From an optimization exercise on the open Yosys and OpenROAD flow, aimed at small area, a short achievable clock period and few clock cycles per item; shortcuts taken in it are not production practice.
In this exercise RTL edits were held to simulation tests only and were not proved equivalent to the original.
Power is estimated from default activity; no workload was simulated.

===== design.v =====
module dot4s(input [3:0] a0, input [3:0] b0, input [3:0] a1, input [3:0] b1, output [12:0] p);
    wire pp0_00 = a0[0] & b0[0];
    wire pp0_01 = a0[0] & b0[1];
    wire pp0_02 = a0[0] & b0[2];
    wire pp0_03 = ~a0[0] | ~b0[3];
    wire pp0_10 = a0[1] & b0[0];
    wire pp0_11 = a0[1] & b0[1];
    wire pp0_12 = a0[1] & b0[2];
    wire pp0_13 = ~a0[1] | ~b0[3];
    wire pp0_20 = a0[2] & b0[0];
    wire pp0_21 = a0[2] & b0[1];
    wire pp0_22 = a0[2] & b0[2];
    wire pp0_23 = a0[2] & b0[3];
    wire pp0_23n = ~a0[2] | ~b0[3];
    wire pp0_30 = ~a0[3] | ~b0[0];
    wire pp0_31 = ~a0[3] | ~b0[1];
    wire pp0_32 = ~a0[3] | ~b0[2];
    wire pp0_33 = a0[3] & b0[3];
    wire pp1_00 = a1[0] & b1[0];
    wire pp1_01 = a1[0] & b1[1];
    wire pp1_02 = a1[0] & b1[2];
    wire pp1_03 = ~a1[0] | ~b1[3];
    wire pp1_10 = a1[1] & b1[0];
    wire pp1_11 = a1[1] & b1[1];
    wire pp1_12 = a1[1] & b1[2];
    wire pp1_13 = ~a1[1] | ~b1[3];
    wire pp1_20 = a1[2] & b1[0];
    wire pp1_21 = a1[2] & b1[1];
    wire pp1_22 = a1[2] & b1[2];
    wire pp1_23 = ~a1[2] | ~b1[3];
    wire pp1_30 = ~a1[3] | ~b1[0];
    wire pp1_31 = ~a1[3] | ~b1[1];
    wire pp1_32 = ~a1[3] | ~b1[2];
    wire pp1_33 = a1[3] & b1[3];
    wire s1 = pp0_00 ^ pp1_00;
    wire c2 = pp0_00 & pp1_00;
    wire s3 = pp0_01 ^ pp0_10 ^ pp1_01;
    wire c4 = (pp0_01 & pp0_10) | (pp0_01 & pp1_01) | (pp0_10 & pp1_01);
    wire s5 = pp1_10 ^ c2 ^ s3;
    wire c6 = (pp1_10 & c2) | (pp1_10 & s3) | (c2 & s3);
    wire s7 = pp0_02 ^ pp0_11 ^ pp0_20;
    wire c8 = (pp0_02 & pp0_11) | (pp0_02 & pp0_20) | (pp0_11 & pp0_20);
    wire s9 = pp1_02 ^ pp1_11 ^ pp1_20;
    wire c10 = (pp1_02 & pp1_11) | (pp1_02 & pp1_20) | (pp1_11 & pp1_20);
    wire s11 = c4 ^ s7 ^ s9;
    wire c12 = (c4 & s7) | (c4 & s9) | (s7 & s9);
    wire s13 = c6 ^ s11;
    wire c14 = c6 & s11;
    wire s15 = pp0_03 ^ pp0_12 ^ pp0_21;
    wire c16 = (pp0_03 & pp0_12) | (pp0_03 & pp0_21) | (pp0_12 & pp0_21);
    wire s17 = pp0_30 ^ pp1_03 ^ pp1_12;
    wire c18 = (pp0_30 & pp1_03) | (pp0_30 & pp1_12) | (pp1_03 & pp1_12);
    wire s19 = pp1_21 ^ pp1_30 ^ c10;
    wire c20 = (pp1_21 & pp1_30) | (pp1_21 & c10) | (pp1_30 & c10);
    wire s21 = c8 ^ s15 ^ s17;
    wire c22 = (c8 & s15) | (c8 & s17) | (s15 & s17);
    wire s23 = c12 ^ s19 ^ s21;
    wire c24 = (c12 & s19) | (c12 & s21) | (s19 & s21);
    wire s25 = c14 ^ s23;
    wire c26 = c14 & s23;
    wire s27 = pp0_13 ^ pp0_22 ^ pp0_31;
    wire c28 = (pp0_13 & pp0_22) | (pp0_13 & pp0_31) | (pp0_22 & pp0_31);
    wire s29 = pp1_13 ^ pp1_22 ^ pp1_31;
    wire c30 = (pp1_13 & pp1_22) | (pp1_13 & pp1_31) | (pp1_22 & pp1_31);
    wire s31 = c16 ^ c18 ^ s27;
    wire c32 = (c16 & c18) | (c16 & s27) | (c18 & s27);
    wire s33 = s29 ^ c20 ^ c22;
    wire c34 = (s29 & c20) | (s29 & c22) | (c20 & c22);
    wire s35 = s31 ^ c24 ^ s33;
    wire c36 = (s31 & c24) | (s31 & s33) | (c24 & s33);
    wire s37 = c26 ^ s35;
    wire c38 = c26 & s35;
    wire s39 = pp0_23 ^ pp0_32 ^ pp1_23;
    wire c40 = (pp0_23 & pp0_32) | (pp0_23 & pp1_23) | (pp0_32 & pp1_23);
    wire s41 = pp1_32 ^ c28 ^ c30;
    wire c42 = (pp1_32 & c28) | (pp1_32 & c30) | (c28 & c30);
    wire s43 = s39 ^ c32 ^ s41;
    wire c44 = (s39 & c32) | (s39 & s41) | (c32 & s41);
    wire s45 = c34 ^ s43 ^ c36;
    wire c46 = (c34 & s43) | (c34 & c36) | (s43 & c36);
    wire s47 = c38 ^ s45;
    wire c48 = c38 & s45;
    wire s49 = pp0_23n ^ pp0_33 ^ pp1_33;
    wire c50 = (pp0_23n & pp0_33) | (pp0_23n & pp1_33) | (pp0_33 & pp1_33);
    wire s51 = c40 ^ s49 ^ c42;
    wire c52 = (c40 & s49) | (c40 & c42) | (s49 & c42);
    wire s53 = c44 ^ s51;
    wire c54 = c44 & s51;
    wire s55 = c50 ^ c52;
    wire c56 = c50 & c52;
    assign p = {s53, 1'b0, s55, c48, c56, c54, c46, s47, s37, s25, s13, s5, s1};
endmodule
module dotfin(input [12:0] p, output [8:0] y);
    wire [2:0] hi = p[8:6] + p[11:9] + p[12];
    assign y = {~hi[2], hi[1:0], p[5:0]};
endmodule
module axis_matmul2x2 #(parameter W = 13) (
    input                       clk             ,
    input                       rst             ,
    input                       s_axis_tvalid   ,
    input     [31 : 0]          s_axis_tdata    ,
    input                       s_axis_tlast    ,
    output                      s_axis_tready   ,
    output                      m_axis_tvalid   ,
    output    [31 : 0]          m_axis_tdata    ,
    output                      m_axis_tlast    ,
    input                       m_axis_tready
);
    wire [3:0] ia0 = s_axis_tdata[3:0];
    wire [3:0] ia1 = s_axis_tdata[11:8];
    wire [3:0] ib0 = s_axis_tdata[19:16];
    wire [3:0] ib1 = s_axis_tdata[27:24];
    reg       hv;
    reg [3:0] h_a0, h_a1, h_b00, h_b01;
    reg       mv, mrow;
    reg [3:0] ma0, ma1;
    reg [3:0] mb00, mb01, mb10, mb11;
    reg       ov;
    reg [W-1:0] oc0, oc1;    
    wire out_free  = !ov || m_axis_tready;
    wire do_comp   = mv && out_free;
    wire comp_last = do_comp && !mrow;
    reg rdy_x, rdy_y;
    assign s_axis_tready = rdy_x || (rdy_y && m_axis_tready);
    wire s_fire = s_axis_tvalid && s_axis_tready;
    wire [W-1:0] dot0, dot1;
    dot4s u_d0(.a0(ma0), .b0(mb00), .a1(ma1), .b1(mb10), .p(dot0));
    dot4s u_d1(.a0(ma0), .b0(mb01), .a1(ma1), .b1(mb11), .p(dot1));
    wire [8:0] c0, c1;
    dotfin u_f0(.p(oc0), .y(c0));
    dotfin u_f1(.p(oc1), .y(c1));
    wire hv_n   = s_fire ? !hv : hv;
    wire mv_n   = (s_fire && hv) ? 1'b1 : comp_last ? 1'b0 : mv;
    wire mrow_n = (s_fire && hv) ? 1'b1 : do_comp ? 1'b0 : mrow;
    wire ov_n   = do_comp ? 1'b1 : m_axis_tready ? 1'b0 : ov;
    always @(posedge clk) begin
        if (rst) begin
            hv <= 1'b0;
            mv <= 1'b0;
            mrow <= 1'b0;
            ov <= 1'b0;
            rdy_x <= 1'b1;
            rdy_y <= 1'b1;
        end else begin
            hv <= hv_n;
            mv <= mv_n;
            mrow <= mrow_n;
            ov <= ov_n;
            rdy_x <= hv_n ? (!mv_n || (!mrow_n && !ov_n)) : (!mv_n || !mrow_n || !ov_n);
            rdy_y <= !hv_n || !mrow_n;
        end
    end
    always @(posedge clk) begin
        if (s_fire)
            h_a0 <= ia0;
        if (s_fire && !hv) begin
            h_a1  <= ia1;
            h_b00 <= ib0;
            h_b01 <= ib1;
        end else if (s_fire && hv) begin
            h_a1  <= h_a0;
        end
        if (s_fire && hv) begin
            ma0  <= h_a1;
            ma1  <= ia1;
            mb00 <= h_b00;
            mb01 <= h_b01;
            mb10 <= ib0;
            mb11 <= ib1;
        end else if (do_comp && mrow) begin
            ma0 <= h_a1;
            ma1 <= h_a0;
        end
        if (do_comp) begin
            oc0 <= dot0;
            oc1 <= dot1;
        end
    end
    assign m_axis_tvalid = ov;
    assign m_axis_tlast  = ov;
    assign m_axis_tdata  = {{7{c1[8]}}, c1, {7{c0[8]}}, c0};
endmodule

===== flow/run.sh =====
#!/bin/bash
# Standard ORFS layout, with two changes:
#  - synthesis runs Yosys's synth without its internal ABC pass (SYNTH_ARGS=-noabc),
#    so the full-adder extraction sees the RTL's adder structure directly;
#    the final ABC mapping still runs as usual;
#  - every input and output port still gets its own buffer, but a buf_1
#    instead of the slow delay buffer buffer_ports picks by default.
set -euo pipefail
bash standard.sh SYNTH_ARGS=-noabc \
  "BUFFER_PORTS_ARGS=-buffer_cell sky130_fd_sc_hd__buf_1" \
  finish > make_finish.log 2>&1

===== standard.sh =====
#!/bin/bash
# synth_recipe.tcl (not shown) runs the flow's synth.tcl, then flattens the netlist and writes it again
# the make line also repeats each setting of config.mk as NAME=value (left out here)
make -C /OpenROAD-flow-scripts/flow DESIGN_CONFIG=/design/flow/config.mk WORK_HOME=/design/flow/orfs CLKGATE_MAP_FILE= SYNTH_SCRIPT=/design/flow/synth_recipe.tcl "${@:-finish}"

===== config.mk =====
export PLATFORM = sky130hd
export DESIGN_NAME = axis_matmul2x2
export DESIGN_NICKNAME = axis_matmul2x2
export VERILOG_FILES = /design/flow/design.v
export SDC_FILE = /design/flow/constraint.sdc
export NUM_CORES = 4
export LEC_CHECK = 0
export CAP_MARGIN = 20
export CORE_MARGIN = 2
export CORE_UTILIZATION = 40
export PLACE_DENSITY = 0.6
export SETUP_SLACK_MARGIN = 4.0
export SLEW_MARGIN = 20

===== constraint.sdc =====
create_clock -name core_clock -period 7.5 [get_ports {clk}]
set_input_delay 1.5000 -clock core_clock [delete_from_list [all_inputs] [get_ports {clk}]]
set_output_delay 1.5000 -clock core_clock [all_outputs]
set_load 0.01 [all_outputs]

==> metrics.log, run 1 <==
INFO  metric gp_congestion = 0.7962
INFO  metric grt_util_all_layers = between 10% and 20%
INFO  metric most-common-layout-cells = sky130_fd_sc_hd__edfxtp_1 (64), sky130_fd_sc_hd__buf_1 (37), sky130_fd_sc_hd__and2_1 (34), sky130_fd_sc_hd__fa_1 (27), sky130_fd_sc_hd__nand2_1 (23)
INFO  metric synthArstFlopShare = 0%
INFO  metric skew_pair_late_insertion_delay = between 0.3 and 0.4 ns
INFO  metric grt_antenna_before_repair = 0
INFO  metric clock_sink_count = 70
INFO  metric p_int = ~800 uW
INFO  metric vias = 2028
INFO  metric place.detailed.instances = roughly 420
INFO  metric cts.root.buffer_cell = sky130_fd_sc_hd__clkbuf_8
INFO  metric critPathKind = reg2reg
INFO  metric detailedPlacementHpwl = 4427 um
INFO  metric cts_inserted_buffers = 9
INFO  metric holdCritPathClass = reg2reg
INFO  metric initial_core_util = around two fifths
INFO  metric period_minus_slack = 3.498 ns
INFO  metric arrival = about 3.6 ns
INFO  metric power.ir.vdd_worst = 139.6 uV
INFO  metric postSynthNetCount = approximately 360
INFO  metric tns = 0 ns
INFO  metric worstPathRequired = around 7.6 ns
INFO  metric grt_start_max_net_pins = 27
INFO  metric power.switching_fraction = a little over a quarter
INFO  metric dp_slack = 3.788 ns
INFO  metric max_cap_violation_count = 0
INFO  metric timing_hold_violations_final = 0
INFO  metric floorplan.die_area = approximately 0.011 mm^2
INFO  metric grt_overflow = 0
INFO  metric maxSlewViolCount = 0
INFO  metric setup_slack = roughly 4.0 ns
INFO  metric fin_worst_hold_slack = ~0.43 ns
INFO  metric design.core.area = around 0.0098 mm^2
INFO  metric outcome = timing/DRC/antenna clean
INFO  metric logic_gate_share_of_total_power = about a fifth
INFO  metric route.final.wire_length = 6537 um
INFO  metric cts_hold_repair.buffers = 0
INFO  metric seq_power_share = ~45%
INFO  metric setup_viol_count_final = 0
INFO  metric post_synth_instance_area = approximately 0.0040 mm^2
INFO  metric final.period_utilization = a little under half
INFO  metric final_layout_size_suffix_gt1_share = about 28%
INFO  metric viasPerCell = ~4.5
INFO  metric deepest_clock_path_buffer_count = 2
INFO  metric timing_worst_slew_pin_value = 0.6414 ns
INFO  metric cts.htree.levels = 3
INFO  metric power.switching = 279.7 uW
INFO  metric ys_seq_area_share = between 50% and 60%
INFO  metric area.sequential = 0.002042 mm^2
INFO  metric type_of_destination_of_the_critical_path = flop
INFO  metric fillCellCount = approximately 860
INFO  metric number_of_register_bits_inferred_by_synthesis = 70
INFO  metric synthToLayoutAreaGrowth = 16.43%
INFO  metric critical_path.max_fanout = 6
INFO  metric fmaxAchievable = approximately 290 MHz
INFO  metric ys_dominant_reg_cell = sky130_fd_sc_hd__edfxtp_1
INFO  metric diodes_inserted = 0
INFO  metric finClkSkew = between 0.01 and 0.015 ns
INFO  metric synthesis.yosys.warnings = 1
INFO  metric wl_per_cell = ~15 um
INFO  metric io_buffer_count = between 50 and 60
INFO  metric rsz0062_at_grt = true
INFO  metric power.leakage = between 1.5 and 2 nW
INFO  metric drc_violation_count_after_routing = 0
INFO  metric rows = 36
INFO  metric yosysUniqueCellTypes = 26
INFO  metric finalNonFillerCells = 449
INFO  metric dr.pass1.iters = 4
INFO  metric power_density = between 200 and 250 mW/mm^2
INFO  metric worstSetupStartpointType = flop
INFO  metric slew_headroom = around 57%
INFO  metric detailedRoute.firstIterationViolations = 76
INFO  metric detail-route-antenna-nets = 0
INFO  metric multi_input_area = roughly 0.0018 mm^2
INFO  metric fp.dieW = between 100 and 150 um
INFO  metric ioPinCount = between 70 and 80
INFO  metric cts.clk_slew.worst_paths = about 0.09 ns
INFO  metric tritoncts = done
INFO  metric final_common_cell = sky130_fd_sc_hd__edfxtp_1
INFO  metric grt_pass1_wl = ~11000 um
INFO  metric finish.net_count = roughly 410
INFO  metric vertical_die_dimension = 104.2 um
INFO  metric synth.avg_cell_area = about 15 um^2
INFO  metric number_of_global_route_vias_before_repair = 2288
INFO  metric synth-edff-count = 64
INFO  metric p_clk_share = between 30% and 40%
INFO  metric synthCells = around 260
-- layout make-up --
cell class	instances	share of cell area [%]
Sequential cell	70	43.69
Multi-Input combinational cell	156	38.96
Timing Repair Buffer	69	7.898
Tap cell	133	3.561
Clock inverter	7	2.784
Clock buffer	9	2.651
Inverter	5	0.4552
-- flip-flops by register name (all words and copies together), names as in the netlist, 4 cells and up --
signal / count
h_b00: 4
mb10: 4
oc0: 12
mb01: 4
ma1: 4
h_a1: 4
h_b01: 4
h_a0: 4
oc1: 12
mb00: 4
ma0: 4
mb11: 4
-- power by group through the flow --
stage                     registers [mW]  logic [mW]  clock network, mW
after floorplan                    0.484       0.153                  0
after global placement             0.490       0.179                  0
after detailed placement           0.490       0.180                  0
after CTS                          0.481       0.201              0.395
after global routing               0.484       0.241              0.410
final                              0.481       0.201              0.389
-- per-stage QoR --
step	cell area (um^2)	util (%)	power, mW
6_report	4673	47.81	1.071
5_1_grt	4673	47.81	1.135
4_1_cts	4587	46.93	1.077
3_5_place_dp	4150	42.46	0.6704
3_3_place_gp	4150	42.46	0.6689
2_1_floorplan	4014	-	0.6373
-- worst max-delay path, cell delays in order, from the launching register on --
cell                       delay, ns
sky130_fd_sc_hd__edfxtp_1       0.53
sky130_fd_sc_hd__and2_4         0.23
sky130_fd_sc_hd__fa_1           0.50
sky130_fd_sc_hd__fa_2           0.45
sky130_fd_sc_hd__fa_2           0.41
sky130_fd_sc_hd__fa_2           0.39
sky130_fd_sc_hd__fa_1           0.44
sky130_fd_sc_hd__ha_1           0.28
-- final timing paths --
path | from | endpoint | slack (ns) | depth (start not counted)
setup / recovery | ma1[1] | oc1[5] | 4.00 | 7
hold / removal | h_b01[3] | mb01[3] | 0.43 | 0
setup reg to reg | ma1[1] | oc1[5] | 4.00 | 7
hold reg to reg | h_b01[3] | mb01[3] | 0.43 | 0
-- cell usage after synthesis (2+ instances only) --
cell type / number / area share, %
sky130_fd_sc_hd__edfxtp_1: 64 / 48
sky130_fd_sc_hd__fa_1: 46 / 23
sky130_fd_sc_hd__and2_1: 41 / 6.4
sky130_fd_sc_hd__buf_4: 31 / 5.8
sky130_fd_sc_hd__nand2_1: 23 / 2.2
sky130_fd_sc_hd__ha_1: 14 / 4.4
sky130_fd_sc_hd__dfxtp_1: 6 / 3.0
sky130_fd_sc_hd__mux2_1: 5 / 1.4
sky130_fd_sc_hd__nor2_1: 5 / 0.47
sky130_fd_sc_hd__inv_1: 4 / 0.37
sky130_fd_sc_hd__a21oi_1: 3 / 0.37
sky130_fd_sc_hd__mux2_2: 3 / 0.84
sky130_fd_sc_hd__xnor2_1: 3 / 0.65
sky130_fd_sc_hd__nand2b_1: 2 / 0.31
-- logic make-up after synthesis --
| logic type | synth area share [%] |
|---|---|
| and+or+nand+nor | 10.88 |
| adders and majority gates | 27.59 |
| xor gates and xnor gates | 0.6547 |
| AOI/OAI and AO/OA | 1.434 |
| DFF | 50.87 |
| buffers and inverters | 6.328 |
| muxes | 2.244 |
-- per-layer routing --
layer	global-route usage (%)	share of wire, %
met5	0	0
met2	20.96	49
met1	17.11	44
met3	3.195	4.0
met4	6.371	2.2
-- timing repair --
action,4_1_cts,5_1_grt
endpoints found under the hold margin,0,0
resized for setup,37,16
setup endpoints to repair,20,21
pin swaps,6,22
setup buffers,11,4
Testbench counts, summed over its fixed seeds: cycles 792, items 384.
==> inputs of run 2 (changes only) <==
--- a/config.mk
+++ b/config.mk
@@ -10,4 +10,4 @@
 export CORE_UTILIZATION = 40
 export PLACE_DENSITY = 0.6
-export SETUP_SLACK_MARGIN = 4.0
+export SETUP_SLACK_MARGIN = 3.9
 export SLEW_MARGIN = 20
==> run 2 against run 1 <==
Flip-flop and latch count stayed put. Still clean on timing, DRC and antenna. Critical endpoint is now oc0[5]. Clock skew hardly changed. Largest power group unchanged. Synthesized cell count stayed put. Worst hold slack hardly changed. Critical path type unchanged.
==> metrics.log, run 2 <==
INFO  metric outcome = timing/DRC/antenna clean (unchanged)
INFO  metric final_layout_size_suffix_gt1_share = 24.29% (was 27.53%)
INFO  metric synthMuxAreaShare = 2.244% (unchanged)
INFO  metric tritoncts = done (unchanged)
INFO  metric viasPerCell = 4.500 (was 4.517)
INFO  metric r2r.worst_path.cells = 7 (unchanged)
INFO  metric maxSlewViolCount = 0 (unchanged)
INFO  metric critPathKind = reg2reg (unchanged)
INFO  metric number_of_global_route_vias_before_repair = 2270 (was 2288)
INFO  metric max_cap_violation_count = 0 (unchanged)
INFO  metric finClkSkew = 0.01269 ns (was 0.01260 ns)
INFO  metric wl_met3 = 280 um (was 260 um)
INFO  metric layout_top_registers = oc0: 12 flops, oc1: 12 flops (unchanged)
INFO  metric critPathLaunch = ma1[1] (unchanged)
INFO  metric main_combinational_cell_family_by_area_after_synthesis = adder cells (unchanged)
INFO  metric cts_inserted_buffers = 9 (unchanged)
INFO  metric detailedPlacementHpwl = 4427 um (unchanged)
INFO  metric clock_sink_count = 70 (unchanged)
INFO  metric fin_util = 47.49% (was 47.81%)
INFO  metric wl_per_cell = 14.39 um (was 14.56 um)
INFO  metric timing_worst_slew_pin_value = 0.6487 ns (was 0.6414 ns)
INFO  metric synth.avg_cell_area = 15.32 um^2 (unchanged)
INFO  metric period_minus_slack = 3.539 ns (was 3.498 ns)
INFO  metric arrival = 3.65 ns (was 3.60 ns)
INFO  metric critical_path.max_fanout = 6 (unchanged)
INFO  metric grt_pass1_wl = 10990 um (was 11080 um)
INFO  metric synthArstFlopShare = 0% (unchanged)
INFO  metric vias = 2025 (was 2028)
INFO  metric ys_seq_area_share = 50.87% (unchanged)
INFO  metric slew_headroom = 56.70% (was 57.19%)
INFO  metric power.leakage = 1.699 nW (was 1.722 nW)
INFO  metric critPathCapture = oc0[5] (was oc1[5])
INFO  metric yosysUniqueCellTypes = 26 (unchanged)
INFO  metric ioPinCount = 72 (unchanged)
INFO  metric diodes_inserted = 0 (unchanged)
INFO  metric grt_overflow = 0 (unchanged)
INFO  metric final_common_cell = sky130_fd_sc_hd__edfxtp_1 (unchanged)
INFO  metric power_density = 229.7 mW/mm^2 (was 229.1 mW/mm^2)
INFO  metric synthAdderAreaFrac = 27.59% (unchanged)
INFO  metric rows = 36 (unchanged)
INFO  metric design.core.area = 0.009774 mm^2 (unchanged)
INFO  metric grt_antenna_before_repair = 0 (unchanged)
INFO  metric synthesis.yosys.warnings = 1 (unchanged)
INFO  metric worstReg2RegEnd = oc0[5] (was oc1[5])
INFO  metric type_of_destination_of_the_critical_path = flop (unchanged)
INFO  metric fmaxAchievable = 282.6 MHz (was 285.9 MHz)
INFO  metric synth_common_cells = sky130_fd_sc_hd__edfxtp_1 (64), sky130_fd_sc_hd__fa_1 (46), sky130_fd_sc_hd__and2_1 (41) (unchanged)
INFO  metric vertical_die_dimension = 104.2 um (unchanged)
INFO  metric dr.pass1.iters = 4 (unchanged)
INFO  metric critical_path.reg2reg.startpoint = ma1[1] (unchanged)
INFO  metric holdCritPathClass = reg2reg (unchanged)
INFO  metric synthCells = 262 (unchanged)
INFO  metric power.ir.vdd_worst = 139.7 uV (was 139.6 uV)
INFO  metric initial_core_util = 41.07% (unchanged)
INFO  metric rsz0062_at_grt = true (unchanged)
INFO  metric post_synth_instance_area = 0.004014 mm^2 (unchanged)
INFO  metric deepest_clock_path_buffer_count = 2 (unchanged)
INFO  metric most-common-layout-cells = sky130_fd_sc_hd__edfxtp_1 (64), sky130_fd_sc_hd__buf_1 (45), sky130_fd_sc_hd__and2_1 (35), sky130_fd_sc_hd__fa_1 (29), sky130_fd_sc_hd__nand2_1 (23) (was sky130_fd_sc_hd__edfxtp_1 (64), sky130_fd_sc_hd__buf_1 (37), sky130_fd_sc_hd__and2_1 (34), sky130_fd_sc_hd__fa_1 (27), sky130_fd_sc_hd__nand2_1 (23))
INFO  metric netlist.top_cell.by_area = sky130_fd_sc_hd__edfxtp_1 (unchanged)
INFO  metric fp.dieW = 104.2 um (unchanged)
INFO  metric route.final.wire_length = 6477 um (was 6537 um)
INFO  metric timing_hold_violations_final = 0 (unchanged)
INFO  metric route.layer.met1.wl = 2869 um (was 2894 um)
INFO  metric gp_congestion = 0.7962 (unchanged)
INFO  metric tns = 0 ns (unchanged)
INFO  metric skew_pair_late_insertion_delay = 0.36 ns (about the same)
INFO  metric design_power_total = 1.066 mW (was 1.071 mW)
INFO  metric final.period_utilization = 47.19% (was 46.64%)
INFO  metric synth-edff-count = 64 (unchanged)
INFO  metric setup_viol_count_final = 0 (unchanged)
INFO  metric ys_dominant_reg_cell = sky130_fd_sc_hd__edfxtp_1 (unchanged)
INFO  metric finish.net_count = 409 (was 408)
INFO  metric synth.top_cells.by_area = sky130_fd_sc_hd__edfxtp_1 (48%), sky130_fd_sc_hd__fa_1 (23%), sky130_fd_sc_hd__and2_1 (6.4%) (unchanged)
INFO  metric synthToLayoutAreaGrowth = 15.65% (was 16.43%)
INFO  metric worstSetupStartpointType = flop (unchanged)
INFO  metric cts.clk_slew.worst_paths = 0.09 ns (about the same)
INFO  metric synth_compound_area_share = 1.434% (unchanged)
INFO  metric grt_util_all_layers = 13.14% (was 13.21%)
INFO  metric cts.root.buffer_cell = sky130_fd_sc_hd__clkbuf_8 (unchanged)
INFO  metric io_buffer_count = 54 (unchanged)
INFO  metric place.detailed.instances = 418 (unchanged)
INFO  metric grt_start_max_net_pins = 27 (unchanged)
INFO  metric postSynthNetCount = 359 (unchanged)
INFO  metric detailedRoute.firstIterationViolations = 63 (was 76)
INFO  metric yosys.area_share.simple = 10.88% (unchanged)
INFO  metric synth-xor-area-share = 0.6546% (unchanged)
INFO  metric synthDominantCellAreaShare = 47.88% (unchanged)
INFO  metric number_of_register_bits_inferred_by_synthesis = 70 (unchanged)
INFO  metric worstPathRequired = 7.61 ns (was 7.60 ns)
INFO  metric drc_violation_count_after_routing = 0 (unchanged)
INFO  metric finalNonFillerCells = 450 (was 449)
INFO  metric cts.htree.levels = 3 (unchanged)
INFO  metric post-synth-top-count-cell = sky130_fd_sc_hd__edfxtp_1 (unchanged)
INFO  metric dr.max_layer_used = met4 (unchanged)
INFO  metric wl_met2 = 3179 um (was 3234 um)
INFO  metric register_to_register_path_setup_slack = 3.96 ns (was 4.00 ns)
INFO  metric detail-route-antenna-nets = 0 (unchanged)
INFO  metric floorplan.die_area = 0.01085 mm^2 (unchanged)
==> run 2: cell counts after synthesis <==
No cell type changed its count.
==> run 2: worst min-delay path by stage <==
stage               startpoint      end  slack [ns]  cells past startpoint
floorplan              h_a1[0]   ma0[0]        0.40                      0
global placement      h_b01[0]  mb01[0]        0.40                      0
detailed placement    h_b00[0]  mb00[0]        0.41                      0
CTS                   h_b01[3]  mb01[3]        0.42                      0
global route          h_b01[3]  mb01[3]        0.43                      0
finish                h_b01[3]  mb01[3]        0.43                      0
==> run 2: final cells by class <==
| type | instances | area [um^2] |
|---|---|---|
| fillers | 872 | 5132 |
| flip-flops and latches | 70 | 2042 |
| multi-input cells | 156 | 1813 |
| repair buffers | 70 | 345.3 |
| well taps | 133 | 166.4 |
| clock inverters | 7 | 130.1 |
| clock buffers | 9 | 123.9 |
| inverters | 5 | 21.27 |
==> run 2: report_power, final <==
part	internal [mW]	switching [mW]	total (mW)
Clock	0.227	0.161	0.388
Sequential	0.466	0.0148	0.481
Combinational	0.0947	0.103	0.197
Total	0.788	0.279	1.07
==> run 2: timing repair <==
action	in CTS	in global routing
setup buffers	10	6
hold buffers	0	0
pin swaps	3	19
endpoints found under the setup margin	20	20
resized for setup	12	27
==> run 2: logic make-up after synthesis <==
group | count (synthesis)
AND/OR/NAND/NOR | 77
flip-flops | 70
adder cells (fa/ha/maj) | 61
buffers and inverters | 36
multiplexers | 8
AO/OA/AOI/OAI | 7
XOR/XNOR | 3
==> run 2: routing by layer <==
layer	vias to the layer above	GRT usage, %
li1	957	-
met4	0	6.371
met3	11	3.195
met2	50	20.82
met1	1007	17.04
met5	-	0
==> run 2: critical path, stage by stage (launching register included) <==
cell and delay [ns]:
sky130_fd_sc_hd__edfxtp_1 0.54, sky130_fd_sc_hd__and2_4 0.23, sky130_fd_sc_hd__fa_1 0.57, sky130_fd_sc_hd__fa_2 0.44, sky130_fd_sc_hd__fa_2 0.37, sky130_fd_sc_hd__fa_2 0.40, sky130_fd_sc_hd__fa_1 0.46, sky130_fd_sc_hd__ha_1 0.30
==> run 2: through the flow <==
stage	worst slack [ns]	cell area, um^2	hold WS [ns]
final	3.961	4642	0.4252
after global placement	3.797	4150	0.4012
after CTS	3.910	4526	0.4249
after global routing	3.864	4642	0.4308
after floorplan	4.012	4014	0.4003
after detailed placement	3.788	4150	0.4056
==> inputs of run 3 (changes only) <==
--- a/config.mk
+++ b/config.mk
@@ -10,4 +10,4 @@
 export CORE_UTILIZATION = 40
 export PLACE_DENSITY = 0.6
-export SETUP_SLACK_MARGIN = 3.9
+export SETUP_SLACK_MARGIN = 4.1
 export SLEW_MARGIN = 20
==> run 3 against run 2 <==
Still clean on timing, DRC and antenna. Synthesized cell count unchanged. Power shrank 9.4%. Worst hold slack worse by 0.0033 ns. Cell area decreased by 0.13%. Via count grew 0.20%. Maximum frequency is 1.2% higher. Critical endpoint unchanged. Largest cell class unchanged. Highest routed layer unchanged.
==> metrics.log, run 3 <==
INFO  metric outcome = timing/DRC/antenna clean (unchanged)
INFO  metric grt_start_max_net_pins = 27 (unchanged)
INFO  metric power.switching_fraction = 28.67% (was 26.13%)
INFO  metric ys_seq_area_share = 50.87% (unchanged)
INFO  metric synth-edff-count = 64 (unchanged)
INFO  metric detail-route-antenna-nets = 0 (unchanged)
INFO  metric wl_met3 = 297 um (was 280 um)
INFO  metric detailedRoute.firstIterationViolations = 73 (was 63)
INFO  metric synth_common_cells = sky130_fd_sc_hd__edfxtp_1 (64), sky130_fd_sc_hd__fa_1 (46), sky130_fd_sc_hd__and2_1 (41) (unchanged)
INFO  metric fmaxAchievable = 286.0 MHz (was 282.6 MHz)
INFO  metric register_to_register_path_setup_slack = 4.00 ns (was 3.96 ns)
INFO  metric cts.clk_slew.worst_paths = 0.08 ns (was 0.09 ns)
INFO  metric synth.top_cells.by_area = sky130_fd_sc_hd__edfxtp_1 (48%), sky130_fd_sc_hd__fa_1 (23%), sky130_fd_sc_hd__and2_1 (6.4%) (unchanged)
INFO  metric deepest_clock_path_buffer_count = 2 (unchanged)
INFO  metric skew_pair_late_insertion_delay = 0.36 ns (about the same)
INFO  metric route.layer.met1.wl = 2746 um (was 2869 um)
INFO  metric number_of_global_route_vias_before_repair = 2232 (was 2270)
INFO  metric finClkSkew = 0.01633 ns (was 0.01269 ns)
INFO  metric critPathCapture = oc0[5] (unchanged)
INFO  metric p_clk_share = 29.4% (was 36.3%)
INFO  metric timing.critical_path.cells = buf_6 -> and2_4 -> fa_1 -> fa_2 -> fa_2 -> fa_2 -> fa_1 -> ha_2 (was and2_4 -> fa_1 -> fa_2 -> fa_2 -> fa_2 -> fa_1 -> ha_1)
INFO  metric dr.pass1.iters = 4 (unchanged)
INFO  metric yosysUniqueCellTypes = 26 (unchanged)
INFO  metric ys_dominant_reg_cell = sky130_fd_sc_hd__edfxtp_1 (unchanged)
INFO  metric holdCritPathClass = reg2reg (unchanged)
INFO  metric final.period_utilization = 46.61% (was 47.19%)
INFO  metric critical_path.reg2reg.startpoint = ma1[1] (unchanged)
INFO  metric layout_top_registers = oc0: 12 flops, oc1: 12 flops (unchanged)
INFO  metric type_of_destination_of_the_critical_path = flop (unchanged)
INFO  metric rows = 36 (unchanged)
INFO  metric synthesis.yosys.warnings = 1 (unchanged)
INFO  metric critPathKind = reg2reg (unchanged)
INFO  metric wl_per_cell = 13.84 um (was 14.39 um)
INFO  metric grt_overflow = 0 (unchanged)
INFO  metric logic_gate_share_of_total_power = 20.9% (was 18.5%)
INFO  metric detailedPlacementHpwl = 4439 um (was 4427 um)
INFO  metric cts.root.buffer_cell = sky130_fd_sc_hd__clkbuf_8 (unchanged)
INFO  metric viasPerCell = 4.489 (was 4.500)
INFO  metric area.sequential = 0.002042 mm^2 (unchanged)
INFO  metric timing_hold_violations_final = 0 (unchanged)
INFO  metric cts_hold_repair.buffers = 0 (unchanged)
INFO  metric dr.max_layer_used = met4 (unchanged)
INFO  metric setup_viol_count_final = 0 (unchanged)
INFO  metric final_layout_size_suffix_gt1_share = 29.47% (was 24.29%)
INFO  metric power_density = 208.4 mW/mm^2 (was 229.7 mW/mm^2)
INFO  metric postSynthNetCount = 359 (unchanged)
INFO  metric most-common-layout-cells = sky130_fd_sc_hd__edfxtp_1 (64), sky130_fd_sc_hd__buf_1 (35), sky130_fd_sc_hd__and2_1 (32), sky130_fd_sc_hd__fa_1 (28), sky130_fd_sc_hd__nand2_1 (23) (was sky130_fd_sc_hd__edfxtp_1 (64), sky130_fd_sc_hd__buf_1 (45), sky130_fd_sc_hd__and2_1 (35), sky130_fd_sc_hd__fa_1 (29), sky130_fd_sc_hd__nand2_1 (23))
INFO  metric r2r.worst_path.cells = 8 (was 7)
INFO  metric netlist.top_cell.by_area = sky130_fd_sc_hd__edfxtp_1 (unchanged)
INFO  metric multi_input_area = 0.001826 mm^2 (was 0.001813 mm^2)
INFO  metric seq_power_share = 49.7% (was 45.1%)
INFO  metric tns = 0 ns (unchanged)
INFO  metric synthDominantCellAreaShare = 47.88% (unchanged)
INFO  metric rsz0062_at_grt = true (unchanged)
INFO  metric power.leakage = 1.707 nW (was 1.699 nW)
INFO  metric finish.net_count = 411 (was 409)
INFO  metric power.switching = 277.0 uW (was 278.6 uW)
INFO  metric drc_violation_count_after_routing = 0 (unchanged)
INFO  metric synth.avg_cell_area = 15.32 um^2 (unchanged)
INFO  metric grt_antenna_before_repair = 0 (unchanged)
INFO  metric design_power_total = 966.2 uW (was 1.066 mW)
INFO  metric synthToLayoutAreaGrowth = 15.49% (was 15.65%)
INFO  metric io_buffer_count = 54 (unchanged)
INFO  metric power.ir.vdd_worst = 85.37 uV (was 139.7 uV)
INFO  metric vertical_die_dimension = 104.2 um (unchanged)
INFO  metric final_common_cell = sky130_fd_sc_hd__edfxtp_1 (unchanged)
INFO  metric clock_sink_count = 70 (unchanged)
INFO  metric synthCells = 262 (unchanged)
INFO  metric crit_path_frequent_cell = sky130_fd_sc_hd__fa_2 (unchanged)
INFO  metric ioPinCount = 72 (unchanged)
INFO  metric grt_util_all_layers = 12.96% (was 13.14%)
INFO  metric post_synth_instance_area = 0.004014 mm^2 (unchanged)
INFO  metric route.final.wire_length = 6255 um (was 6477 um)
INFO  metric wl_met2 = 3143 um (was 3179 um)
INFO  metric critical_path.max_fanout = 3 (was 6)
INFO  metric worstReg2RegEnd = oc0[5] (unchanged)
INFO  metric arrival = 3.61 ns (was 3.65 ns)
INFO  metric gp_congestion = 0.8280 (was 0.7962)
INFO  metric post-synth-top-count-cell = sky130_fd_sc_hd__edfxtp_1 (unchanged)
INFO  metric initial_core_util = 41.07% (unchanged)
INFO  metric cts_inserted_buffers = 9 (unchanged)
INFO  metric critPathLaunch = ma1[1] (unchanged)
INFO  metric placed_area = 0.004175 mm^2 (was 0.004150 mm^2)
INFO  metric slew_headroom = 57.49% (was 56.70%)
INFO  metric period_minus_slack = 3.496 ns (was 3.539 ns)
INFO  metric layout.cell_area.non_filler = 0.004636 mm^2 (was 0.004642 mm^2)
INFO  metric timing.critical_path.slowest_cell_delay = 0.50 ns (was 0.57 ns)
INFO  metric diodes_inserted = 0 (unchanged)
INFO  metric worstSetupStartpointType = flop (unchanged)
INFO  metric number_of_register_bits_inferred_by_synthesis = 70 (unchanged)
INFO  metric vias = 2029 (was 2025)
INFO  metric fp.dieW = 104.2 um (unchanged)
INFO  metric timing_worst_slew_pin_value = 0.6370 ns (was 0.6487 ns)
INFO  metric fillCellCount = 887 (was 872)
INFO  metric maxSlewViolCount = 0 (unchanged)
INFO  metric tritoncts = done (unchanged)
INFO  metric synthArstFlopShare = 0% (unchanged)
INFO  metric worstHoldPathCells = 0 (unchanged)
INFO  metric worstPathRequired = 7.61 ns (about the same)
INFO  metric timing.critical_path.slowest_stage_cell = sky130_fd_sc_hd__fa_1 (unchanged)
INFO  metric p_int = 689.2 uW (was 787.7 uW)
INFO  metric floorplan.die_area = 0.01085 mm^2 (unchanged)
INFO  metric grt_pass1_wl = 10780 um (was 10990 um)
INFO  metric max_cap_violation_count = 0 (unchanged)
INFO  metric fin_util = 47.43% (was 47.49%)
INFO  metric cts.htree.levels = 3 (unchanged)
INFO  metric design.core.area = 0.009774 mm^2 (unchanged)
run 3: cell type report:
class,count,area share (%)
sequential,70,44.05
clock inverter,7,1.188
inverter,5,0.4588
clock buffer,9,2.672
tap,133,3.590
multi-input combinational,156,39.38
timing repair buffer,72,8.664
run 3: through the flow:
step	std cells	hold slack, ns	setup WS, ns
after global placement	418	0.4009	3.883
after detailed placement	418	0.4045	3.879
after floorplan	262	0.4003	4.088
after global routing	452	0.4294	3.924
after CTS	450	0.4210	3.991
final	452	0.4220	4.004
run 3: worst min path at each step:
stage             start       to  slack [ns]
3_3_place_gp   h_b00[0]  mb00[0]        0.40
6_report       h_b01[1]  mb01[1]        0.42
4_1_cts        h_b00[2]  mb00[2]        0.42
5_1_grt        h_b01[2]  mb01[2]        0.43
3_5_place_dp   h_b00[2]  mb00[2]        0.40
2_1_floorplan   h_a1[0]   ma0[0]        0.40
run 3: power groups by stage:
| stage | combinational [mW] | clock [mW] | sequential, mW |
|---|---|---|---|
| floorplan | 0.156 | 0 | 0.484 |
| detailed placement | 0.182 | 0 | 0.490 |
| global placement | 0.182 | 0 | 0.490 |
| global route | 0.235 | 0.312 | 0.483 |
| finish | 0.202 | 0.284 | 0.480 |
| CTS | 0.203 | 0.292 | 0.480 |
run 3: what timing repair did:
| item | 4_1_cts | 5_1_grt |
|---|---|---|
| hold endpoints to repair | 0 | 0 |
| setup endpoints to repair | 21 | 21 |
| buffers inserted | 16 | 2 |
| gates resized for setup | 44 | 10 |
| pin swaps | 32 | 16 |
run 3: cells by family after synthesis:
kind of cell | Yosys count | share of synthesized area (%)
multiplexers | 8 | 2.244
AO/OA/AOI/OAI | 7 | 1.434
XOR/XNOR | 3 | 0.6547
adder cells (fa/ha/maj) | 61 | 27.59
buffers and inverters | 36 | 6.328
flip-flops | 70 | 50.87
AND/OR/NAND/NOR | 77 | 10.88
run 3: per-layer routing:
| metal | up-vias | GRT usage [%] |
|---|---|---|
| met2 | 42 | 21.10 |
| met3 | 6 | 4.261 |
| met4 | 0 | 4.923 |
| met5 | - | 0 |
| li1 | 964 | - |
| met1 | 1017 | 16.13 |
run 3: critical path, delay by kind of cell, from the launching register on:
family	cells	cell delay (ns)
adders and majority gates	6	2.47
buffers and inverters	1	0.16
DFF	1	0.47
and+or+nand+nor	1	0.14
==> inputs of run 4 (changes only) <==
==> flow/run.sh (replaced) <==
#!/bin/bash
# Standard ORFS layout, with these changes:
#  - synthesis runs Yosys's synth without its internal ABC pass (SYNTH_ARGS=-noabc),
#    so the full-adder extraction sees the RTL's adder structure directly;
#    the final ABC mapping still runs as usual;
#  - every input and output port still gets its own buffer, but a buf_1
#    instead of the slow delay buffer buffer_ports picks by default;
#  - clock tree synthesis without dummy loads.
set -euo pipefail
bash standard.sh SYNTH_ARGS=-noabc \
  "BUFFER_PORTS_ARGS=-buffer_cell sky130_fd_sc_hd__buf_1" \
  "CTS_ARGS=-sink_clustering_enable -repair_clock_nets -dont_use_dummy_load" \
  finish > make_finish.log 2>&1
--- a/config.mk
+++ b/config.mk
@@ -10,4 +10,4 @@
 export CORE_UTILIZATION = 40
 export PLACE_DENSITY = 0.6
-export SETUP_SLACK_MARGIN = 4.1
+export SETUP_SLACK_MARGIN = 4.0
 export SLEW_MARGIN = 20
==> run 4 against run 3 <==
First-iteration DRC count down 27%. Combinational power about the same. Via count down 1.5%. Core utilization down 0.38 points. Clock power down 19%. Clock skew up 0.017 ns. Cell area down 0.81%. Critical path depth unchanged. Worst setup slack better by 0.0061 ns. Register-to-register slack about the same. Power down 5.6%. Maximum frequency up 0.17%. Largest power group unchanged.
==> metrics.log, run 4 <==
INFO  metric outcome = timing/DRC/antenna clean (unchanged)
INFO  metric wl_per_cell = 13.86 um (was 13.84 um)
INFO  metric cts.root.buffer_cell = sky130_fd_sc_hd__clkbuf_8 (unchanged)
INFO  metric synth-edff-count = 64 (unchanged)
INFO  metric fmaxAchievable = 286.5 MHz (was 286.0 MHz)
INFO  metric fp.dieW = 104.2 um (unchanged)
INFO  metric cts.clk_slew.worst_paths = 0.08 ns (about the same)
INFO  metric rows = 36 (unchanged)
INFO  metric io_buffer_count = 54 (unchanged)
INFO  metric critical_path.max_fanout = 3 (unchanged)
INFO  metric logic_gate_share_of_total_power = 22.1% (was 20.9%)
INFO  metric yosysUniqueCellTypes = 26 (unchanged)
INFO  metric setup_viol_count_final = 0 (unchanged)
INFO  metric power.ir.vdd_worst = 122.4 uV (was 85.37 uV)
INFO  metric viasPerCell = 4.472 (was 4.489)
INFO  metric diodes_inserted = 0 (unchanged)
INFO  metric gp_congestion = 0.7962 (was 0.8280)
INFO  metric grt_pass1_wl = 10940 um (was 10780 um)
INFO  metric synthDominantCellAreaShare = 47.88% (unchanged)
INFO  metric ioPinCount = 72 (unchanged)
INFO  metric clock_sink_count = 70 (unchanged)
INFO  metric cts.htree.levels = 3 (unchanged)
INFO  metric grt_overflow = 0 (unchanged)
INFO  metric finish.net_count = 413 (was 411)
INFO  metric power.leakage = 1.684 nW (was 1.707 nW)
INFO  metric detailedRoute.firstIterationViolations = 53 (was 73)
INFO  metric vertical_die_dimension = 104.2 um (unchanged)
INFO  metric worstSetupStartpointType = flop (unchanged)
INFO  metric synthesis.yosys.warnings = 1 (unchanged)
INFO  metric detail-route-antenna-nets = 0 (unchanged)
INFO  metric maxSlewViolCount = 0 (unchanged)
INFO  metric max_cap_violation_count = 0 (unchanged)
INFO  metric period_minus_slack = 3.490 ns (was 3.496 ns)
INFO  metric worstPathRequired = 7.57 ns (was 7.61 ns)
INFO  metric route.final.wire_length = 6197 um (was 6255 um)
INFO  metric tritoncts = done (unchanged)
INFO  metric type_of_destination_of_the_critical_path = flop (unchanged)
INFO  metric layout_top_registers = oc0: 12 flops, oc1: 12 flops (unchanged)
INFO  metric vias = 1999 (was 2029)
INFO  metric number_of_global_route_vias_before_repair = 2235 (was 2232)
INFO  metric synth.top_cells.by_area = sky130_fd_sc_hd__edfxtp_1 (48%), sky130_fd_sc_hd__fa_1 (23%), sky130_fd_sc_hd__and2_1 (6.4%) (unchanged)
INFO  metric p_int = 672.9 uW (was 689.2 uW)
INFO  metric synthToLayoutAreaGrowth = 14.56% (was 15.49%)
INFO  metric arrival = 3.56 ns (was 3.61 ns)
INFO  metric power_density = 198.3 mW/mm^2 (was 208.4 mW/mm^2)
INFO  metric grt_antenna_before_repair = 0 (unchanged)
INFO  metric cts_inserted_buffers = 9 (unchanged)
INFO  metric ys_seq_area_share = 50.87% (unchanged)
INFO  metric dr.pass1.iters = 4 (unchanged)
INFO  metric most-common-layout-cells = sky130_fd_sc_hd__edfxtp_1 (64), sky130_fd_sc_hd__buf_1 (37), sky130_fd_sc_hd__and2_1 (36), sky130_fd_sc_hd__fa_1 (26), sky130_fd_sc_hd__nand2_1 (23) (was sky130_fd_sc_hd__edfxtp_1 (64), sky130_fd_sc_hd__buf_1 (35), sky130_fd_sc_hd__and2_1 (32), sky130_fd_sc_hd__fa_1 (28), sky130_fd_sc_hd__nand2_1 (23))
INFO  metric deepest_clock_path_buffer_count = 2 (unchanged)
INFO  metric post_synth_instance_area = 0.004014 mm^2 (unchanged)
INFO  metric grt_util_all_layers = 13.09% (was 12.96%)
INFO  metric floorplan.die_area = 0.01085 mm^2 (unchanged)
INFO  metric holdCritPathClass = reg2reg (unchanged)
INFO  metric skew_pair_late_insertion_delay = 0.36 ns (about the same)
INFO  metric post-synth-top-count-cell = sky130_fd_sc_hd__edfxtp_1 (unchanged)
INFO  metric critPathKind = reg2reg (unchanged)
INFO  metric final_layout_size_suffix_gt1_share = 26.75% (was 29.47%)
INFO  metric finalNonFillerCells = 447 (was 452)
INFO  metric seq_power_share = 52.8% (was 49.7%)
INFO  metric grt_start_max_net_pins = 27 (unchanged)
INFO  metric rsz0062_at_grt = true (unchanged)
INFO  metric final.period_utilization = 46.53% (was 46.61%)
INFO  metric finClkSkew = 0.03363 ns (was 0.01633 ns)
INFO  metric p_clk_share = 25.2% (was 29.4%)
INFO  metric power.switching_fraction = 26.22% (was 28.67%)
INFO  metric slew_headroom = 57.69% (was 57.49%)
INFO  metric synthCells = 262 (unchanged)
INFO  metric postSynthNetCount = 359 (unchanged)
INFO  metric ys_dominant_reg_cell = sky130_fd_sc_hd__edfxtp_1 (unchanged)
INFO  metric detailedPlacementHpwl = 4427 um (was 4439 um)
INFO  metric tns = 0 ns (unchanged)
INFO  metric power.switching = 239.2 uW (was 277.0 uW)
INFO  metric design.core.area = 0.009774 mm^2 (unchanged)
INFO  metric timing_hold_violations_final = 0 (unchanged)
INFO  metric synth_common_cells = sky130_fd_sc_hd__edfxtp_1 (64), sky130_fd_sc_hd__fa_1 (46), sky130_fd_sc_hd__and2_1 (41) (unchanged)
INFO  metric place.detailed.instances = 418 (unchanged)
INFO  metric synthArstFlopShare = 0% (unchanged)
INFO  metric synth.avg_cell_area = 15.32 um^2 (unchanged)
INFO  metric timing_worst_slew_pin_value = 0.6339 ns (was 0.6370 ns)
INFO  metric initial_core_util = 41.07% (unchanged)
INFO  metric netlist.top_cell.by_area = sky130_fd_sc_hd__edfxtp_1 (unchanged)
INFO  metric number_of_register_bits_inferred_by_synthesis = 70 (unchanged)
INFO  metric final_common_cell = sky130_fd_sc_hd__edfxtp_1 (unchanged)
INFO  metric drc_violation_count_after_routing = 0 (unchanged)
run 4: stage by stage:
step	total power, mW	hold slack, ns	worst slack [ns]	util [%]	instance area, um^2
final	0.9120	0.4235	4.010	47.04	4598
after global placement	0.6689	0.4012	3.797	42.46	4150
after detailed placement	0.6704	0.4056	3.788	42.46	4150
after global routing	0.9815	0.4340	3.896	47.04	4598
after floorplan	0.6373	0.4003	4.012	-	4014
after CTS	0.9203	0.4283	3.995	45.87	4483
run 4: repair_timing:
| action | 4_1_cts | 5_1_grt |
|---|---|---|
| hold buffers | 0 | 0 |
| pin swaps | 21 | 20 |
| endpoints found under the setup margin | 20 | 21 |
| resized for setup | 37 | 26 |
| setup buffers | 13 | 7 |
run 4: routing by layer:
metal  track usage, %  vias up  wire, um
met1            17.31      985      2818
li1                 -      959         -
met5                0        -         0
met4            6.371        0       139
met2            20.07       44      2977
met3            3.571       11       261
run 4: worst max-delay path: stages, from the launching register on:
cell                       delay, ns
sky130_fd_sc_hd__edfxtp_1       0.44
sky130_fd_sc_hd__buf_6          0.14
sky130_fd_sc_hd__and2_4         0.15
sky130_fd_sc_hd__fa_1           0.48
sky130_fd_sc_hd__fa_2           0.38
sky130_fd_sc_hd__fa_1           0.49
sky130_fd_sc_hd__fa_2           0.40
sky130_fd_sc_hd__fa_1           0.44
sky130_fd_sc_hd__ha_1           0.28
run 4: cell type report:
type	count	area (um^2)
Sequential cell	70	2042
Tap cell	133	166.4
Clock buffer	9	123.9
Inverter	5	21.27
Fill cell	875	5176
Timing Repair Buffer	74	426.7
Multi-Input combinational cell	156	1818
run 4: final timing paths:
check	startpoint	endpoint	slack [ns]	cells past startpoint
setup / recovery	ma0[1]	oc1[5]	4.01	8
hold / removal	h_b01[2]	mb01[2]	0.42	0
hold reg to reg	h_b01[2]	mb01[2]	0.42	0
setup reg to reg	ma0[1]	oc1[5]	4.01	8
run 4: cell families (layout without fill, tap and decap cells):
kind of cell	Yosys count	after routing	synth area share (%)
AND/OR/NAND/NOR	77	77	10.88
flip-flops	70	70	50.87
adder cells (fa/ha/maj)	61	61	27.59
buffers and inverters	36	88	6.328
multiplexers	8	8	2.244
AO/OA/AOI/OAI	7	7	1.434
XOR/XNOR	3	3	0.6547
run 4: power groups by stage:
stage	Clock, mW	Sequential, mW	Combinational [mW]
3_5_place_dp	0	0.490	0.180
4_1_cts	0.240	0.482	0.199
6_report	0.230	0.481	0.201
3_3_place_gp	0	0.490	0.179
2_1_floorplan	0	0.484	0.153
5_1_grt	0.257	0.484	0.241
==> inputs of run 5 (changes only) <==
--- a/config.mk
+++ b/config.mk
@@ -6,8 +6,9 @@
 export NUM_CORES = 4
 export LEC_CHECK = 0
+export ABC_AREA = 1
 export CAP_MARGIN = 20
 export CORE_MARGIN = 2
 export CORE_UTILIZATION = 40
 export PLACE_DENSITY = 0.6
-export SETUP_SLACK_MARGIN = 4.0
+export SETUP_SLACK_MARGIN = 4.1
 export SLEW_MARGIN = 20
==> run 5 against run 4 <==
Power is 2.8% lower. Core utilization is 0.51 points lower. Maximum frequency is 0.63% higher. Combinational power is 8% lower. Largest cell class unchanged.
==> metrics.log, run 5 <==
INFO  metric number_of_global_route_vias_before_repair = 2274 (was 2235)
INFO  metric fp.dieW = 105.3 um (was 104.2 um)
INFO  metric postSynthNetCount = 428 (was 359)
INFO  metric ys_seq_area_share = 49.73% (was 50.87%)
INFO  metric worstReg2RegEnd = oc0[5] (was oc1[5])
INFO  metric most-common-layout-cells = sky130_fd_sc_hd__nand2_1 (81), sky130_fd_sc_hd__edfxtp_1 (64), sky130_fd_sc_hd__inv_1 (53), sky130_fd_sc_hd__buf_1 (36), sky130_fd_sc_hd__fa_1 (31) (was sky130_fd_sc_hd__edfxtp_1 (64), sky130_fd_sc_hd__buf_1 (37), sky130_fd_sc_hd__and2_1 (36), sky130_fd_sc_hd__fa_1 (26), sky130_fd_sc_hd__nand2_1 (23))
INFO  metric synth.top_cells.by_area = sky130_fd_sc_hd__edfxtp_1 (47%), sky130_fd_sc_hd__fa_1 (22%), sky130_fd_sc_hd__nand2_1 (7.4%) (was sky130_fd_sc_hd__edfxtp_1 (48%), sky130_fd_sc_hd__fa_1 (23%), sky130_fd_sc_hd__and2_1 (6.4%))
INFO  metric cts.root.buffer_cell = sky130_fd_sc_hd__clkbuf_8 (unchanged)
INFO  metric critical_path.n_buffers_inverters = 2 (was 1)
INFO  metric maxSlewViolCount = 0 (unchanged)
INFO  metric timing.critical_path.cells = fa_2 -> fa_2 -> xnor2_2 -> buf_6 -> buf_2 (was buf_6 -> and2_4 -> fa_1 -> fa_2 -> fa_1 -> fa_2 -> fa_1 -> ha_1)
INFO  metric netlist.top_cell.by_area = sky130_fd_sc_hd__edfxtp_1 (unchanged)
INFO  metric ioPinCount = 72 (unchanged)
INFO  metric timing.critical_path.slowest_cell_delay = 0.41 ns (was 0.49 ns)
INFO  metric cts_hold_repair.buffers = 0 (unchanged)
INFO  metric power.ir.vdd_worst = 111.6 uV (was 122.4 uV)
INFO  metric grt_util_all_layers = 12.35% (was 13.09%)
INFO  metric fmaxAchievable = 288.3 MHz (was 286.5 MHz)
INFO  metric grt_start_max_net_pins = 25 (was 27)
INFO  metric p_clk_share = 25.4% (was 25.2%)
INFO  metric power.switching = 230.3 uW (was 239.2 uW)
INFO  metric synthesis.yosys.warnings = 1 (unchanged)
INFO  metric register_to_register_path_setup_slack = 4.04 ns (was 4.01 ns)
INFO  metric crit_path_frequent_cell = sky130_fd_sc_hd__fa_2 (was sky130_fd_sc_hd__fa_1)
INFO  metric route.final.wire_length = 6422 um (was 6197 um)
INFO  metric dp_slack = 3.904 ns (was 3.788 ns)
INFO  metric power.leakage = 2.017 nW (was 1.684 nW)
INFO  metric cts.clk_slew.worst_paths = 0.08 ns (about the same)
INFO  metric period_minus_slack = 3.468 ns (was 3.490 ns)
INFO  metric detailedRoute.firstIterationViolations = 77 (was 53)
INFO  metric power_density = 193.2 mW/mm^2 (was 198.3 mW/mm^2)
INFO  metric io_buffer_count = 54 (unchanged)
INFO  metric post_synth_instance_area = 0.004106 mm^2 (was 0.004014 mm^2)
INFO  metric layout_top_registers = oc0: 12 flops, oc1: 12 flops (unchanged)
INFO  metric r2r.worst_path.cells = 9 (was 8)
INFO  metric rsz0062_at_grt = true (unchanged)
INFO  metric design.core.area = 0.009864 mm^2 (was 0.009774 mm^2)
INFO  metric wl_per_cell = 12.77 um (was 13.86 um)
INFO  metric tritoncts = done (unchanged)
INFO  metric holdCritPathClass = reg2reg (unchanged)
INFO  metric gp_congestion = 0.8194 (was 0.7962)
INFO  metric initial_core_util = 41.63% (was 41.07%)
INFO  metric synthArstFlopShare = 0% (unchanged)
INFO  metric slew_headroom = 38.77% (was 57.69%)
INFO  metric finish.net_count = 469 (was 413)
INFO  metric dr.max_layer_used = met4 (unchanged)
INFO  metric critPathKind = reg2out (was reg2reg)
INFO  metric clock_sink_count = 70 (unchanged)
INFO  metric viasPerCell = 4.519 (was 4.472)
INFO  metric synth-edff-count = 64 (unchanged)
INFO  metric critical_path.max_fanout = 8 (was 3)
INFO  metric wl_met2 = 3096 um (was 2977 um)
INFO  metric detailedPlacementHpwl = 4545 um (was 4427 um)
INFO  metric detail-route-antenna-nets = 0 (unchanged)
INFO  metric skew_pair_late_insertion_delay = 0.34 ns (was 0.36 ns)
INFO  metric route.layer.met1.wl = 2844 um (was 2818 um)
INFO  metric fillCellCount = 867 (was 875)
INFO  metric timing_hold_violations_final = 0 (unchanged)
INFO  metric vias = 2273 (was 1999)
INFO  metric logic_gate_share_of_total_power = 20.9% (was 22.1%)
INFO  metric grt_antenna_before_repair = 0 (unchanged)
INFO  metric yosysUniqueCellTypes = 20 (was 26)
INFO  metric vertical_die_dimension = 105.3 um (was 104.2 um)
INFO  metric timing.critical_path.slowest_stage_cell = sky130_fd_sc_hd__fa_2 (was sky130_fd_sc_hd__fa_1)
INFO  metric tns = 0 ns (unchanged)
INFO  metric number_of_register_bits_inferred_by_synthesis = 70 (unchanged)
INFO  metric critPathLaunch = oc1[12] (was ma0[1])
INFO  metric final.period_utilization = 46.24% (was 46.53%)
INFO  metric critPathCapture = m_axis_tdata[30] (was oc1[5])
INFO  metric deepest_clock_path_buffer_count = 2 (unchanged)
INFO  metric post-synth-top-count-cell = sky130_fd_sc_hd__nand2_1 (was sky130_fd_sc_hd__edfxtp_1)
INFO  metric grt_pass1_wl = 10530 um (was 10940 um)
INFO  metric type_of_destination_of_the_critical_path = output port (was flop)
INFO  metric drc_violation_count_after_routing = 0 (unchanged)
INFO  metric cts.htree.levels = 3 (unchanged)
INFO  metric rows = 36 (unchanged)
INFO  metric setup_slack = 4.032 ns (was 4.010 ns)
INFO  metric synthDominantCellAreaShare = 46.80% (was 47.88%)
INFO  metric setup_viol_count_final = 0 (unchanged)
INFO  metric final_common_cell = sky130_fd_sc_hd__nand2_1 (was sky130_fd_sc_hd__edfxtp_1)
INFO  metric diodes_inserted = 0 (unchanged)
INFO  metric finClkSkew = 0.02399 ns (was 0.03363 ns)
INFO  metric dr.pass1.iters = 5 (was 4)
INFO  metric synth_common_cells = sky130_fd_sc_hd__nand2_1 (81), sky130_fd_sc_hd__edfxtp_1 (64), sky130_fd_sc_hd__inv_1 (54) (was sky130_fd_sc_hd__edfxtp_1 (64), sky130_fd_sc_hd__fa_1 (46), sky130_fd_sc_hd__and2_1 (41))
INFO  metric p_int = 656.5 uW (was 672.9 uW)
INFO  metric floorplan.die_area = 0.01109 mm^2 (was 0.01085 mm^2)
INFO  metric ys_dominant_reg_cell = sky130_fd_sc_hd__edfxtp_1 (unchanged)
INFO  metric synth.avg_cell_area = 12.41 um^2 (was 15.32 um^2)
INFO  metric cts_inserted_buffers = 9 (unchanged)
INFO  metric synthToLayoutAreaGrowth = 11.79% (was 14.56%)
INFO  metric final_layout_size_suffix_gt1_share = 19.73% (was 26.75%)
INFO  metric path_depth = 5 (was 8)
INFO  metric outcome = timing/DRC/antenna clean (unchanged)
INFO  metric synthCells = 331 (was 262)
INFO  metric critical_path.reg2reg.startpoint = ma1[0] (was ma0[1])
INFO  metric timing_worst_slew_pin_value = 0.9174 ns (was 0.6339 ns)
INFO  metric seq_power_share = 53.7% (was 52.8%)
INFO  metric critPathTopFamily = adder cells (unchanged)
INFO  metric worstPathRequired = 6.00 ns (was 7.57 ns)
INFO  metric max_cap_violation_count = 0 (unchanged)
INFO  metric arrival = 1.97 ns (was 3.56 ns)
INFO  metric power.switching_fraction = 25.97% (was 26.22%)
INFO  metric wl_met3 = 358 um (was 261 um)
INFO  metric worstSetupStartpointType = flop (unchanged)
INFO  metric grt_overflow = 0 (unchanged)
[run 5: cell count changes after synthesis, sizes merged, moves of 8 or more]
cell	before	now
clkbuf	0	8
o21ai	1	9
mux2	8	0
inv	5	54
nand2	24	88
and2	42	0
[run 5: cell families after synthesis]
logic type	count (synthesis)	share of synthesized area (%)
buffers and inverters	95	11.67
AND/OR/NAND/NOR	94	9.994
flip-flops	70	49.73
adder cells (fa/ha/maj)	60	26.69
AO/OA/AOI/OAI	10	1.493
XOR/XNOR	2	0.4266
[run 5: through the flow]
stage / instance area [um^2] / power (mW) / hold slack (ns) / util (%) / cells
finish: 4591 / 0.8869 / 0.4078 / 46.54 / 503
global route: 4591 / 0.9441 / 0.4075 / 46.54 / 503
floorplan: 4131 / 0.6257 / 0.4003 / - / 331
detailed placement: 4233 / 0.6558 / 0.4045 / 42.91 / 479
CTS: 4552 / 0.8996 / 0.4098 / 46.14 / 499
global placement: 4233 / 0.6551 / 0.4004 / 42.91 / 479
[run 5: layout make-up]
type / instances / area (um^2) / area share (%)
sequential: 70 / 2042 / 44.48
multi-input combinational: 166 / 1649 / 35.92
inverter: 56 / 216.5 / 4.715
timing repair buffer: 69 / 392.9 / 8.558
clock buffer: 9 / 123.9 / 2.698
tap: 133 / 166.4 / 3.625
[run 5: how the worst min path moves through the flow]
| stage | from | endpoint | cells after the start |
|---|---|---|---|
| 2_1_floorplan | h_a1[0] | ma0[0] | 0 |
| 6_report | h_a1[2] | ma0[2] | 0 |
| 3_3_place_gp | h_b00[1] | mb00[1] | 0 |
| 4_1_cts | h_a1[2] | ma0[2] | 0 |
| 3_5_place_dp | h_b00[3] | mb00[3] | 0 |
| 5_1_grt | h_a1[2] | ma0[2] | 0 |
[run 5: per-layer routing]
| layer | vias to the layer above | GRT usage [%] |
|---|---|---|
| li1 | 1071 | - |
| met1 | 1109 | 15.73 |
| met2 | 83 | 19.68 |
| met3 | 10 | 2.907 |
| met4 | 0 | 6.381 |
| met5 | - | 0 |
[run 5: power groups by stage]
stage               sequential [mW]  combinational, mW  clock [mW]
finish                        0.477              0.185       0.225
global route                  0.479              0.219       0.247
CTS                           0.477              0.188       0.235
detailed placement            0.485              0.170           0
global placement              0.485              0.170           0
floorplan                     0.478              0.148           0
[run 5: timing repair]
action | CTS | global route
pin swaps | 25 | 10
resized for setup | 41 | 2
setup endpoints to repair | 21 | 21
gates cloned | 0 | 0
setup buffers | 11 | 4
==> inputs of run 6 (changes only) <==
--- a/config.mk
+++ b/config.mk
@@ -6,5 +6,4 @@
 export NUM_CORES = 4
 export LEC_CHECK = 0
-export ABC_AREA = 1
 export CAP_MARGIN = 20
 export CORE_MARGIN = 2
==> run 6 against run 5 <==
Non-clock buffer count is 3 lower. Worst hold slack better by 0.0074 ns. Routed wire length is 5.1% lower. Flip-flop and latch count stayed put. Cell count is 13% lower. First-iteration DRC count is 26% lower. Sequential power is 0.8% higher. Die area is 2.2% lower. Critical endpoint is now m_axis_tdata[28]. Largest cell class unchanged.
==> metrics.log, run 6 <==
INFO  metric ys_dominant_reg_cell = sky130_fd_sc_hd__edfxtp_1 (unchanged)
INFO  metric ys_seq_area_share = 50.87% (was 49.73%)
INFO  metric drc_violation_count_after_routing = 0 (unchanged)
INFO  metric detailedRoute.firstIterationViolations = 57 (was 77)
INFO  metric setup_viol_count_final = 0 (unchanged)
INFO  metric number_of_global_route_vias_before_repair = 2206 (was 2274)
INFO  metric placed_area = 0.004175 mm^2 (was 0.004233 mm^2)
INFO  metric clock_sink_count = 70 (unchanged)
INFO  metric grt_pass1_wl = 10740 um (was 10530 um)
INFO  metric cts.root.buffer_cell = sky130_fd_sc_hd__clkbuf_8 (unchanged)
INFO  metric path_depth = 4 (was 5)
INFO  metric final.period_utilization = 45.88% (was 46.24%)
INFO  metric r2r.worst_path.cells = 7 (was 9)
INFO  metric detail-route-antenna-nets = 0 (unchanged)
INFO  metric grt_util_all_layers = 12.89% (was 12.35%)
INFO  metric route.final.wire_length = 6097 um (was 6422 um)
INFO  metric critical_path.n_buffers_inverters = 1 (was 2)
INFO  metric p_clk_share = 25.3% (was 25.4%)
INFO  metric power.switching_fraction = 26.16% (was 25.97%)
INFO  metric netlist.top_cell.by_area = sky130_fd_sc_hd__edfxtp_1 (unchanged)
INFO  metric synthDominantCellAreaShare = 47.88% (was 46.80%)
INFO  metric p_int = 669.3 uW (was 656.5 uW)
INFO  metric post_synth_instance_area = 0.004014 mm^2 (was 0.004106 mm^2)
INFO  metric cts_inserted_buffers = 9 (unchanged)
INFO  metric vias = 1983 (was 2273)
INFO  metric initial_core_util = 41.07% (was 41.63%)
INFO  metric cts_hold_repair.buffers = 0 (unchanged)
INFO  metric synth-edff-count = 64 (unchanged)
INFO  metric rows = 36 (unchanged)
INFO  metric synth.top_cells.by_area = sky130_fd_sc_hd__edfxtp_1 (48%), sky130_fd_sc_hd__fa_1 (23%), sky130_fd_sc_hd__and2_1 (6.4%) (was sky130_fd_sc_hd__edfxtp_1 (47%), sky130_fd_sc_hd__fa_1 (22%), sky130_fd_sc_hd__nand2_1 (7.4%))
INFO  metric fp.dieW = 104.2 um (was 105.3 um)
INFO  metric cts.clk_slew.worst_paths = 0.06 ns (was 0.08 ns)
INFO  metric synthesis.yosys.warnings = 1 (unchanged)
INFO  metric outcome = timing/DRC/antenna clean (unchanged)
INFO  metric fmaxAchievable = 290.6 MHz (was 288.3 MHz)
INFO  metric finClkSkew = 0.02375 ns (was 0.02399 ns)
INFO  metric synthCells = 262 (was 331)
INFO  metric gp_congestion = 0.8280 (was 0.8194)
INFO  metric worstSetupStartpointType = flop (unchanged)
INFO  metric dr.pass1.iters = 4 (was 5)
INFO  metric tritoncts = done (unchanged)
INFO  metric timing.critical_path.slowest_cell_delay = 0.40 ns (was 0.41 ns)
INFO  metric most-common-layout-cells = sky130_fd_sc_hd__edfxtp_1 (64), sky130_fd_sc_hd__buf_1 (35), sky130_fd_sc_hd__and2_1 (32), sky130_fd_sc_hd__fa_1 (30), sky130_fd_sc_hd__nand2_1 (23) (was sky130_fd_sc_hd__nand2_1 (81), sky130_fd_sc_hd__edfxtp_1 (64), sky130_fd_sc_hd__inv_1 (53), sky130_fd_sc_hd__buf_1 (36), sky130_fd_sc_hd__fa_1 (31))
INFO  metric dp_slack = 3.879 ns (was 3.904 ns)
INFO  metric timing_hold_violations_final = 0 (unchanged)
INFO  metric worstHoldPathCells = 0 (unchanged)
INFO  metric worstPathRequired = 6.00 ns (about the same)
INFO  metric power.switching = 237.1 uW (was 230.3 uW)
INFO  metric type_of_destination_of_the_critical_path = output port (unchanged)
## run 6: cell types whose count changed after synthesis, sizes merged, moves of 8 or more
cell,delta
o21ai,-8
mux2,+8
clkbuf,-8
nand2,-64
inv,-49
and2,+42
## run 6: per-layer routing
| metal | vias up | track usage, % | part of all wire, % |
|---|---|---|---|
| met2 | 43 | 20.25 | 48 |
| met5 | - | 0 | 0 |
| met3 | 13 | 3.383 | 4.0 |
| met1 | 986 | 16.35 | 45 |
| li1 | 941 | - | - |
| met4 | 0 | 7.046 | 2.9 |
## run 6: final timing paths
check                           startpoint                to  slack, ns
worst max-delay path                oc1[6]  m_axis_tdata[28]       4.06
worst min-delay path              h_b01[2]           mb01[2]       0.42
worst max register to register      ma1[1]            oc1[5]       4.10
worst min register to register    h_b01[2]           mb01[2]       0.42
## run 6: logic make-up (layout without fill, tap and decap cells)
group                      after synthesis  in the layout  synth area share (%)
buffers and inverters                   36             80                 6.328
muxes                                    8              8                 2.244
adders and majority gates               61             61                 27.59
DFF                                     70             70                 50.87
and+or+nand+nor                         77             77                 10.88
AOI/OAI and AO/OA                        7              7                 1.434
xor gates and xnor gates                 3              3                0.6547
## run 6: metrics by stage
step	utilization (%)	std cells	total power, mW	hold slack (ns)
finish	46.28	439	0.9064	0.4152
global route	46.28	439	0.9693	0.4188
CTS	45.83	437	0.9183	0.4120
detailed placement	42.72	418	0.6728	0.4045
global placement	42.72	418	0.6720	0.4009
floorplan	-	262	0.6405	0.4003
## run 6: layout make-up
| cell class | count | area, um^2 |
|---|---|---|
| inverters | 5 | 21.27 |
| multi-input cells | 156 | 1818 |
| flip-flops and latches | 70 | 2042 |
| clock buffers | 9 | 123.9 |
| well taps | 133 | 166.4 |
| repair buffers | 66 | 351.6 |
| fillers | 890 | 5251 |
## run 6: power groups by stage
stage	Sequential [mW]	Combinational, mW	Clock [mW]
after floorplan	0.484	0.156	0
after global placement	0.490	0.182	0
after detailed placement	0.490	0.182	0
after CTS	0.482	0.199	0.238
after global routing	0.484	0.230	0.256
final	0.481	0.196	0.229
## run 6: repair_timing
| item | in CTS | in global routing |
|---|---|---|
| buffers inserted | 10 | 2 |
| pin swaps | 24 | 22 |
| resized for setup | 41 | 7 |
| setup endpoints to repair | 21 | 22 |
